This is an optimization exercise on Yosys and OpenROAD, whose aim is small area, a short achievable clock period and few clock cycles per item, not a production implementation.
Only simulation tests tie the RTL to the original design; equivalence was not proved.
Power figures rest on the tool's default switching activity, not on a simulated workload.

`config.mk`:
```
export PLATFORM = sky130hd
export DESIGN_NAME = SHA1_hash
export DESIGN_NICKNAME = SHA1_hash
export VERILOG_FILES = /design/flow/design.v
export SDC_FILE = /design/flow/constraint.sdc
export NUM_CORES = 4
export LEC_CHECK = 0
export CAP_MARGIN = 20
export CORE_MARGIN = 2
export CORE_UTILIZATION = 45
export PLACE_DENSITY = 0.6
export SLEW_MARGIN = 20
```
`design.v`:
```
module SHA1_hash (       
	clk, 		
	nreset, 	
	start_hash,  
	message_addr,	
	message_size, 	
	hash, 	
	done, 		
        port_A_data_in,
        port_A_data_out,
        port_A_addr,
        port_A_we
	);
input	clk;
input	nreset; 
input	start_hash; 
input [31:0] message_addr; 
input [31:0] message_size; 
output [159:0] hash; 
input [31:0] port_A_data_out; 
output [31:0] port_A_data_in;
output [15:0] port_A_addr;
output  port_A_we;
output	done;  
parameter [2:0] State0 = 0,  
					 State1 = 1,  
			       State2 = 2,  
			       State3 = 3,  
			       State4 = 4;  
wire [159:0] hash;
wire [31:0] S_C;
wire [31:0] NEW_A;
reg [31:0] A, B, C, D, E, F, KE, H0, H1, H2, H3, H4;  
reg [511:0] All_W;  
reg [15:0] port_A_addr;  
reg [2:0] state;  
reg [1:0] position;  
reg [3:0] ct_block;  
reg [7:0] ct_pad;  
reg [6:0] ct;  
reg done;  
assign port_A_we = 0;  
assign hash = {H0,H1,H2,H3,H4};  
assign port_A_data_in = 32'h00000000;  
assign S_C = Shift_n(B, 30);  
assign NEW_A = Shift_n(A, 5) + All_W[511:480] + F + KE;  
function [3:0] calc_block;  
	input[31:0] message_size;
	begin
		calc_block = (((message_size << 3) + 7'b1000001) >> 9) + 4'b1;  
	end
endfunction
function [31:0] calc_F;  
	input [31:0] B, C, D; 
	input [6:0] ct;
	begin
		if (ct < 20)
			calc_F = ((B & C)|((~ B) & D));
		else if (ct < 40)
			calc_F = (B ^ C ^ D);
		else if (ct < 60)
			calc_F = ((B & C)|(B & D)|(C & D));
		else
			calc_F = (B ^ C ^ D);
	end
endfunction
function [7:0] calc_padding;  
   input [31:0] message_size; 
	begin 
			calc_padding = (message_size >> 2) + 7'b1;  
	end 
endfunction
function [31:0] Shift_n;  
	input [31:0] inputT;
	input [4:0] n;
	begin
		Shift_n = ((inputT << n) | (inputT >> 32-n));
	end
endfunction
function [31:0] trans_Endian;    
	input [31:0] value;
	trans_Endian = {value[7:0], value[15:8], value[23:16], value[31:24]};
endfunction
function [31:0] calc_K;  
	input [6:0] ct;
	begin
		if (ct < 20)
			calc_K = 32'h5a827999;
		else if (ct < 40)
			calc_K = 32'h6ed9eba1;
		else if (ct < 60)
			calc_K = 32'h8f1bbcdc;
		else
			calc_K = 32'hca62c1d6;
	end
endfunction
always @ (posedge clk or negedge nreset)
begin
	if(!nreset)        
		begin      
			state <= State3; 
			done <= 0;
		end
	else	 
		case(state)
			State3:  
			begin
				if(start_hash) 
				begin
					done <= 0;
					ct <= 0;	
					H0 <= 32'h67452301;
					H1 <= 32'hefcdab89;
					H2 <= 32'h98badcfe;
					H3 <= 32'h10325476;
					H4 <= 32'hc3d2e1f0;
					port_A_addr <= message_addr[15:0];
					ct_block <= calc_block(message_size);
					ct_pad <= calc_padding(message_size);
					position <= message_size[1:0];
					state <= State4;
				end 	
			end
			State4:  
				state <= State0;
			State0:  
			begin
					if (ct_pad != 0)
					begin
						All_W[511:480] <=  trans_Endian(port_A_data_out);  
						ct_pad <= ct_pad - 7'b1;  
						port_A_addr <= port_A_addr + 16'b100;  
						if(ct_pad == 1)  
						begin 
							if(position == 3)
								All_W[487:480] <= 8'h80;		 
							else if(position == 2)
								All_W[495:480] <= 16'h8000;
							else if(position == 1)
								All_W[503:480] <= 24'h800000;
							else if(position == 0)
								All_W[511:480] <= 32'h80000000;
						end
					end
					else
						All_W[511:480] <= 32'h00000000;  
					ct <= 0;		 
					state <= State1;
			end
		   State1:  
			begin  
				port_A_addr <= port_A_addr + 16'b100;
				F <= calc_F(H1,H2,H3,ct); 
				KE <= calc_K(ct) + H4;
				A <= H0;
				B <= H1;
				C <= H2;
				D <= H3;
				E <= H4;
				state <= State2;
			end 
			State2:  
			begin 
				if(ct <= 79)  
				begin 
					B <= A;
				   C <= S_C;
				   D <= C;
			      E <= D;
					All_W <= All_W >> 32;  
				   A <= NEW_A;  
				   F <= calc_F(A,S_C,C,ct+1);  
					KE <= calc_K(ct+1) + D;  
					if(ct < 15) 
					begin 
						if(ct_pad >= 1)
						begin
							All_W[511:480] <= trans_Endian(port_A_data_out);
							if(ct < 14)  
								port_A_addr <= port_A_addr + 16'b100;	
							ct_pad <= ct_pad - 7'b1;  
							if(ct_pad == 1)  
							begin 
								if(position == 3)
									All_W[487:480] <= 8'h80;		 
								else if(position == 2)
									All_W[495:480] <= 16'h8000;
								else if(position == 1)
									All_W[503:480] <= 24'h800000;
								else if(position == 0)
									All_W[511:480] <= 32'h80000000;
							end
						end 	
						else if (ct_pad == 0 && ct == 14 && ct_block == 1)  
							All_W[511:480] <= message_size << 3;  
					end 
					else
						All_W[511:480] <= Shift_n(((All_W[31:0]^All_W[95:64])^(All_W[287:256]^All_W[447:416])), 1);	 
					state <= State2;
					ct <= ct + 7'b1;
				end 	
				else  
				begin 
					H0 <= A + H0; 
					H1 <= B + H1;
					H2 <= C + H2;
					H3 <= D + H3;
					H4 <= E + H4;
				   if(ct_block == 1)  
					begin
						done <= 1;			 
						state <= State3;  
					end
					else
					begin
						ct_block <= ct_block - 4'b1;  
						state <= State0;  
					end
				end 		
			end 	
		endcase 		
end 
endmodule	
```
`run.sh`:
```
#!/bin/bash
# synth_recipe.tcl (not shown) runs the flow's synth.tcl, then flattens the netlist and writes it again
# the make line also repeats each setting of config.mk as NAME=value (left out here)
make -C /OpenROAD-flow-scripts/flow DESIGN_CONFIG=/design/flow/config.mk WORK_HOME=/design/flow/orfs CLKGATE_MAP_FILE= SYNTH_SCRIPT=/design/flow/synth_recipe.tcl finish
```
`constraint.sdc`:
```
create_clock -name core_clock -period 6.3 [get_ports {clk}]
set_input_delay 1.2600 -clock core_clock [delete_from_list [all_inputs] [get_ports {clk}]]
set_output_delay 1.2600 -clock core_clock [all_outputs]
set_load 0.01 [all_outputs]
```
==> out/results.txt <==
The flow ran to the end and the layout has no timing, DRC or antenna violations. For the setup slack on the worst flop-to-flop path, the log shows 650 ps. After detailed routing, the total wire length is 143000 um. The library cell with the largest summed area after synthesis was edfxtp_1. The maximum net fanout on the critical path was 12; the post-synthesis simple-gate area fraction was 10.7%.

After synthesis the cells add up to 0.0504 mm^2. In this run the cell area measured after placement is 0.0546 mm^2. The logs give 0 for the number of pins exceeding their max-slew limit in the final report and 4 for the number of antenna violations at the first check in global routing.

The largest vdd supply drop is 0.294 mV, and the post-route core utilization is 52.2%. The run gives 26.2% as the relative max-transition margin. Dividing the synthesized area by the synthesized cell count gives 12.0 um^2.

After clock tree synthesis, the clock-pin slew on the worst setup and hold paths is 60 ps. The die is 339 um tall. Total negative setup slack: 0 ps. For the count of max-cap constraint violations, the log shows 0.

After detailed routing, the met2 layer carries 65500 um of wire. The worst setup path is launched from a flop. After technology mapping, the gate count stands at 4214.

The synthesized design devotes to its leading area cell type 55.6% of total area. The tools report the sequential element share of the synthesized area as 55.8%. Of the total power, combinational logic draws 0.9%. The smallest clock period supported by the final layout is computed as 5650 ps. Summed over all cells, the static leakage comes to 21.1 nW. The synthesized design contains 933 enable-type register cells.

The critical path data required time is 6730 ps. The number of gates resized after CTS was 0. Length of routed met3 wiring: 9250 um. CTS saw 937 sinks. The tools report the number of global-route vias before repair as 33433. The maximum clock frequency is 177 MHz, and the count of state elements after synthesis is 937.

The tools report the remaining number of nets flagged by the antenna check after routing as 0. The clock passes through at most 3 buffers. Maximum level of the CTS H-tree: 3. The floorplan step defined a die boundary enclosing 0.115 mm^2. Setup violations remaining at the end of the flow were counted as 0. Entering global routing, the biggest net connects 131 pins. Global routing used 24.7% of the available tracks.

The first detailed-routing pass ran for 5 iterations. In this run the top signal layer used is met5. Port buffering added 256 buffers. At the end of the flow, the number of nets in the layout was 4942. Routability-driven placement finished with a final weighted congestion of 0.919.

Most frequently used flop master after synthesis: edfxtp_1. After detailed routing, the wire length on met1 is 63900 um. The signal arrival time at the worst endpoint was 6080 ps. The total number of yosys warnings is 1, and the compound-gate portion of the synthesized area is 12.4%.

The clock tree skew after final layout is 59.7 ps. The total I/O pin count was 309; the proportion of register bits with asynchronous set or reset after synthesis was 0.427%. The type of element capturing the critical path was a flop. The number of diodes was 0. The final hold violation count is 0, and the total power per unit cell area is 221 mW/mm^2. Clock tree synthesis inserted a total of 102 buffers. Counting instances in the post-synthesis netlist gives the leading cell types as edfxtp_1 (933), nand2_1 (621), a21oi_1 (278), nor2_1 (267), ha_1 (235).

The type of the worst min-delay path was reg -> reg. The worst path meets setup with 648 ps of slack. After clock tree synthesis, the flow added hold-fix buffers numbering 0. The number of DRC markers after the initial detailed-route iteration was 3201; the unique cell type count in the Yosys netlist was 89. The main combinational cell family by area after synthesis is compound AO/OA/AOI/OAI gates. For the design internal power, the log shows 10.1 mW. The HPWL after detailed placement is 103000 um. Setup repair after global routing left no endpoint under its margin. Multiplexer cells account for 1.59% of the synthesized area. At the pin with the least slew margin, the transition time is 1100 ps.

Final cycle utilization of the critical path: 89.7%. TritonCTS built the clock tree. The synthesis-to-layout area growth is 14.9%, and the first-pass GRT wire length is 213000 um. The proportion of power drawn by flip-flops and latches was 52.9%. The share of power burned in the clock network was 46.3%.

The most common cell in the synthesized netlist is edfxtp_1. The detailed router placed 34491 vias in this run. The die is 339 um wide. The clock reaches the later pin of the worst-skew pair after 730 ps. The ratio of cells with drive above 1 in the final layout works out to 5.09%. In this run switching power makes up 20.7% of total power.

Buffers added to address setup during post-CTS repair amount to 0. After floorplanning, the core was divided into 122 placement rows. The type of the worst setup path is reg -> reg.

The area of the core region was 0.111 mm^2. Summing the areas of all xor and xnor instances in the mapped netlist gives 5.86% of the synthesized area. The adder-cell area share of the yosys netlist is 11.2%. Summed over all nets, the switching power comes to 2.64 mW.

In the post-synthesis netlist, the biggest area contributors are edfxtp_1 (56%), ha_1 (5.8%), fa_1 (5.2%), nand2_1 (4.6%), xnor2_1 (4.0%). In the final routed layout, each cell accounts on average for 23.7 um. The via-per-instance ratio came out at 5.70.

After global routing the overflow that remains totals 0. Clock tree synthesis selected as its root buffer the cell clkbuf_16. Once the floorplan was initialized, standard cells occupied 45.5% of the core.

Before CTS, the worst setup slack after placement is 780 ps. For this run, design rule violations remaining after detail routing come to 0. Summing all non-filler instances in the final layout gives an area of 0.0579 mm^2.
## power groups by stage
stage          combinational [mW]  clock (mW)  sequential (mW)
6_report                    0.109        5.91             6.76
5_1_grt                     0.118        6.27             6.75
4_1_cts                     0.109        6.03             6.76
3_5_place_dp                0.107           0             6.89
3_3_place_gp                0.107           0             6.89
2_1_floorplan              0.0512           0             6.89
## worst max-delay path: stages, from the launching register on
cell and delay (ps):
edfxtp_1 490, ha_1 410, nand3_2 190, or3_1 370, nand2_1 400, nor3_2 90, buf_4 210, nor2_2 130
inv_1 90, ha_1 230, a21oi_1 320, nor3_1 90, o31a_1 250, o31ai_1 440, and3_1 260, a211o_1 240
nand2_1 160, a211oi_2 350, o2111ai_1 170, and3_1 160, o32a_1 330
## layer usage
metal	vias to the layer above	GRT usage [%]
li1	16022	-
met1	17096	34.9
met2	1164	38.7
met3	207	4.17
met4	2	8.13
met5	-	0
## sequential cells by signal (all words and copies together), names as in the netlist
name,count
All_W,512
A,32
F,32
ct_block,4
port_A_addr,16
ct,7
D,32
state,3
H4,32
H0,32
done,1
H2,32
E,32
position,2
C,32
KE,32
B,32
H3,32
ct_pad,8
H1,32
## layout by cell type (no fill, tap or decap), drive strengths merged, types with 43 or more instances in the layout
master         Yosys  routed
a21o              91      91
a21oi            278     278
a221oi            68      68
and3              43      43
clkbuf           114     119
clkdlybuf4s50      0     256
clkinv             0      52
edfxtp           933     933
fa               132     132
ha               235     235
inv              115     120
mux2i             78      78
nand2            621     621
nand3             70      70
nor2             268     268
nor3              53      53
o21ai            239     239
xnor2            230     230
xor2             107     107
## cell families after synthesis
logic type / Yosys count
adders and majority gates: 374
DFF: 937
other: 1
AOI/OAI and AO/OA: 972
and+or+nand+nor: 1228
muxes: 80
xor gates and xnor gates: 337
buffers and inverters: 285
## path summary, 6_finish.rpt
path                            start  cells after the start    endpoint
max                             ct[0]                     20      KE[31]
min                        All_W[358]                      0  All_W[326]
max reg2reg                     ct[0]                     20      KE[31]
min reg2reg                All_W[358]                      0  All_W[326]
max in group asynchronous      nreset                      1    state[0]
min in group asynchronous      nreset                      1        done
## layout make-up
cell class | instances | area, um^2
flip-flops and latches | 937 | 28100
clock inverters | 68 | 648
well taps | 1488 | 1860
clock buffers | 119 | 2620
inverters | 115 | 432
repair buffers | 296 | 2950
multi-input cells | 3024 | 21300
fillers | 9594 | 52900
## through the flow
stage | total power, mW | hold WS [ps] | cells
global route | 13.1 | 421 | 6047
floorplan | 6.94 | 400 | 4246
CTS | 12.9 | 414 | 6047
finish | 12.8 | 404 | 6047
global placement | 7.00 | 400 | 5860
detailed placement | 6.99 | 405 | 5860
Testbench counts, summed over its fixed seeds: cycles 68,916, messages 96.

## what the ideal ports hide
How much do the figures lean on ideal ports? The routed layout below was timed once more, with nothing changed but the port constraints. Step 1: set_driving_cell puts a clkbuf_16 on clk and a buf_2 on each other input, an assumption about the parent block. Step 2 moves the port delays by t, midway between the first and last clock arrival at a register: inputs arrive t later, outputs are due t later. That takes back most of the time a late clock gives input paths. a / b / c = ideal / step 1 / step 2; a / b = the first two.
t (ns): 0.780
slack for setup (ns): 0.648 / 0.648 / 0.648
clock arrival spread, ns: 0.061 / 0.060
worst register clock-pin slew, ns: 0.07 / 0.07
After both steps this run still meets setup and hold. For this run, drivers alone change the setup slack by 0.000 ns; drivers and shift together by 0.000 ns.
